Background: an optimization exercise with open tools, aiming at small area. Do not read the settings as production practice. The RTL was checked by simulation tests, not by an equivalence proof against the original design. Power and IR drop assume default switching activity.

## exp/nickel
==> flow/design.v (excerpt) <==
module Segway(clk,RST_n,INERT_SS_n,INERT_MOSI,
              INERT_SCLK,INERT_MISO,A2D_SS_n,A2D_MOSI,A2D_SCLK,
              A2D_MISO,PWM_rev_rght,PWM_frwrd_rght,PWM_rev_lft,
              PWM_frwrd_lft,INT,RX);
  input clk,RST_n;
  input INERT_MISO;
  input A2D_MISO;
  input INT;
  input RX;
  output A2D_SS_n, INERT_SS_n;
  output A2D_MOSI, INERT_MOSI;
  output A2D_SCLK, INERT_SCLK;
  output PWM_rev_rght, PWM_frwrd_rght;
  output PWM_rev_lft, PWM_frwrd_lft;
  wire rst_n;
  wire [11:0] lft_ld, rght_ld;
  wire lft_on, rght_on;
  wire lft_rev, rght_rev;
  wire rider_off, pwr_up, en_steer;
  wire vld;
  wire [15:0] ptch, ptch_nxt;
  wire [8:0] ld_cell_diff;
  wire eng_en;
  wire [11:0] eng_d, eng_q;
  wire [11:0] tmr;                       
  reset_synch iRST(.clk(clk),.RST_n(RST_n),.rst_n(rst_n));
  Auth_blk auth(.clk(clk), .rst_n(rst_n), .RX(RX), .rider_off(rider_off), .pwr_up(pwr_up));
  inert_intf inert(.clk(clk), .rst_n(rst_n), .tmr(tmr), .vld(vld), .ptch(ptch), .ptch_nxt(ptch_nxt),
                   .SS_n(INERT_SS_n), .SCLK(INERT_SCLK), .MOSI(INERT_MOSI), .MISO(INERT_MISO), .INT(INT),
                   .eng_en(eng_en), .eng_d(eng_d), .eng_q(eng_q));
  balance_cntrl blctrl(.clk(clk), .rst_n(rst_n), .vld(vld), .ptch(ptch), .ptch_nxt(ptch_nxt), .ld_cell_diff(ld_cell_diff),
                       .cnt(tmr[10:0]), .lft_pwm(lft_on), .lft_rev(lft_rev), .rght_pwm(rght_on), .rght_rev(rght_rev),
                       .rider_off(rider_off), .en_steer(en_steer), .pwr_up(pwr_up));
  steer_en steer(.clk(clk), .rst_n(rst_n), .lft_ld(lft_ld), .rght_ld(rght_ld),
                 .en_steer(en_steer), .rider_off(rider_off), .ld_cell_diff(ld_cell_diff));
  mtr_drv mtr(.clk(clk), .rst_n(rst_n), .tmr(tmr), .lft_on(lft_on), .lft_rev(lft_rev),
              .rght_on(rght_on), .rght_rev(rght_rev),
              .PWM_rev_lft(PWM_rev_lft), .PWM_frwrd_lft(PWM_frwrd_lft),
              .PWM_rev_rght(PWM_rev_rght), .PWM_frwrd_rght(PWM_frwrd_rght));
  A2D_intf A2D(.clk(clk), .rst_n(rst_n), .nxt(vld), .lft_ld(lft_ld), .rght_ld(rght_ld),
  ...
clock: 16.0 ns
lec_check: 0
cap_margin: 0
core_margin: 2
core_utilization: 60
cts_buf_list: sky130_fd_sc_hd__clkbuf_8
gpl_timing_driven: 0
place_density: 0.75
slew_margin: 0
standard.sh (not shown) runs the stock make flow with config.mk's settings and CLKGATE_MAP_FILE= SYNTH_SCRIPT=/design/flow/synth_recipe.tcl, a recipe that flattens the netlist after the stock synthesis.
==> flow/flow/run.sh <==
#!/bin/bash
# Standard layout flow; only the clock tree options differ: no dummy loads
# are added to balance the clock tree, and leaf buffers are clkbuf_8.
set -e
export CTS_ARGS="-sink_clustering_enable -repair_clock_nets -dont_use_dummy_load -buf_list sky130_fd_sc_hd__clkbuf_8 -sink_clustering_size 16 -sink_clustering_max_diameter 60"
bash standard.sh > standard.log 2>&1
## Diff of input files: exp/raven against exp/nickel
# exp/nickel
export LEC_CHECK = 0
export CAP_MARGIN = 0
export CORE_MARGIN = 2
export CORE_UTILIZATION = 60
export CTS_BUF_LIST = sky130_fd_sc_hd__clkbuf_8
export GPL_TIMING_DRIVEN = 0
export PLACE_DENSITY = 0.75
export SLEW_MARGIN = 0
create_clock -name core_clock -period 16.0 [get_ports {clk}]
# exp/raven
export LEC_CHECK = 0
export CAP_MARGIN = 20
export CORE_MARGIN = 2
export CORE_UTILIZATION = 60
export CTS_BUF_LIST = sky130_fd_sc_hd__clkbuf_8
export GPL_TIMING_DRIVEN = 0
export PLACE_DENSITY = 0.75
export SLEW_MARGIN = 20
create_clock -name core_clock -period 16.0 [get_ports {clk}]
--- outcome ---
Total power came out lower on exp/raven than on exp/nickel. exp/raven vs. exp/nickel: sequential element share of the synthesized area shows no meaningful change; combinational power shows no meaningful change; utilization of the core after routing shows no meaningful change.
## Diff of input files: exp/zinc against exp/raven
# exp/raven
export LEC_CHECK = 0
export CAP_MARGIN = 20
export CORE_MARGIN = 2
export CORE_UTILIZATION = 60
export CTS_BUF_LIST = sky130_fd_sc_hd__clkbuf_8
export GPL_TIMING_DRIVEN = 0
export PLACE_DENSITY = 0.75
export SLEW_MARGIN = 20
create_clock -name core_clock -period 16.0 [get_ports {clk}]
# exp/zinc
export LEC_CHECK = 0
export CAP_MARGIN = 10
export CORE_MARGIN = 2
export CORE_UTILIZATION = 60
export CTS_BUF_LIST = sky130_fd_sc_hd__clkbuf_8
export GPL_TIMING_DRIVEN = 0
export PLACE_DENSITY = 0.75
export SLEW_MARGIN = 10
create_clock -name core_clock -period 16.0 [get_ports {clk}]
--- outcome ---
exp/zinc reached the end of the flow, and the finished layout is clean on the timing, design-rule and antenna checks.
exp/raven reports its worst setup path startpoint as A2D.rght_ld[0] while exp/zinc reports inert.integrator_DUT.ptch_int[26].
Diff exp/zinc..exp/raven | fraction of layout cells with a size suffix above 1 | negligible
Diff exp/raven -> exp/zinc: tightest hold margin shows an increase of 0.0043 ns, weighted congestion reported at the end of routability-driven placement shows no meaningful change.
The power of exp/raven and that of exp/zinc are within noise of each other.
exp/raven -> exp/zinc: setup TNS after final layout delta 0, exact match
Compared exp/zinc against exp/raven; utilization after layout within noise.
Diff exp/zinc and exp/raven: fill cell total of the finished layout higher in exp/raven
Against exp/raven, power in combinational cells in exp/zinc rose by more than 10%.

* * *

Segway, a different RTL version from the one above (not shown whole).
For scale: about 240 flip-flops, ~0.016 mm^2 of cells after synthesis.
// Segway
module Segway(clk,RST_n,INERT_SS_n,INERT_MOSI,
              INERT_SCLK,INERT_MISO,A2D_SS_n,A2D_MOSI,A2D_SCLK,
              A2D_MISO,PWM_rev_rght,PWM_frwrd_rght,PWM_rev_lft,
              PWM_frwrd_lft,INT,RX);
clock: 16.0 ns
lec_check: 0
cap_margin: 20
core_margin: 2
core_utilization: 60
cts_buf_list: sky130_fd_sc_hd__clkbuf_8
gpl_timing_driven: 0
place_density: 0.75
slew_margin: 20
==> flow/flow/run.sh <==
#!/bin/bash
# Standard layout flow; only the clock tree options differ: no dummy loads
# are added to balance the clock tree, and leaf buffers are clkbuf_8.
set -e
export CTS_ARGS="-sink_clustering_enable -repair_clock_nets -dont_use_dummy_load -buf_list sky130_fd_sc_hd__clkbuf_16 -sink_clustering_size 25 -sink_clustering_max_diameter 60"
bash standard.sh > standard.log 2>&1
The starting point finished clean.
Change:
==> flow/flow/run.sh (replaced) <==
#!/bin/bash
# Standard layout flow; only the clock tree options differ: no dummy loads
# are added to balance the clock tree, and leaf buffers are clkbuf_8.
set -e
export CTS_ARGS="-sink_clustering_enable -repair_clock_nets -dont_use_dummy_load -buf_list sky130_fd_sc_hd__clkbuf_8 -sink_clustering_size 16 -sink_clustering_max_diameter 60"
bash standard.sh > standard.log 2>&1
CORE_UTILIZATION = 70   (was 60)
PLACE_DENSITY = 0.85   (was 0.75)
Global-route usage increases by 5.6 points.
Maximum frequency hardly moves.
Combinational power hardly moves.
Sequential power stays flat.
Cell count drops by 2.6%.
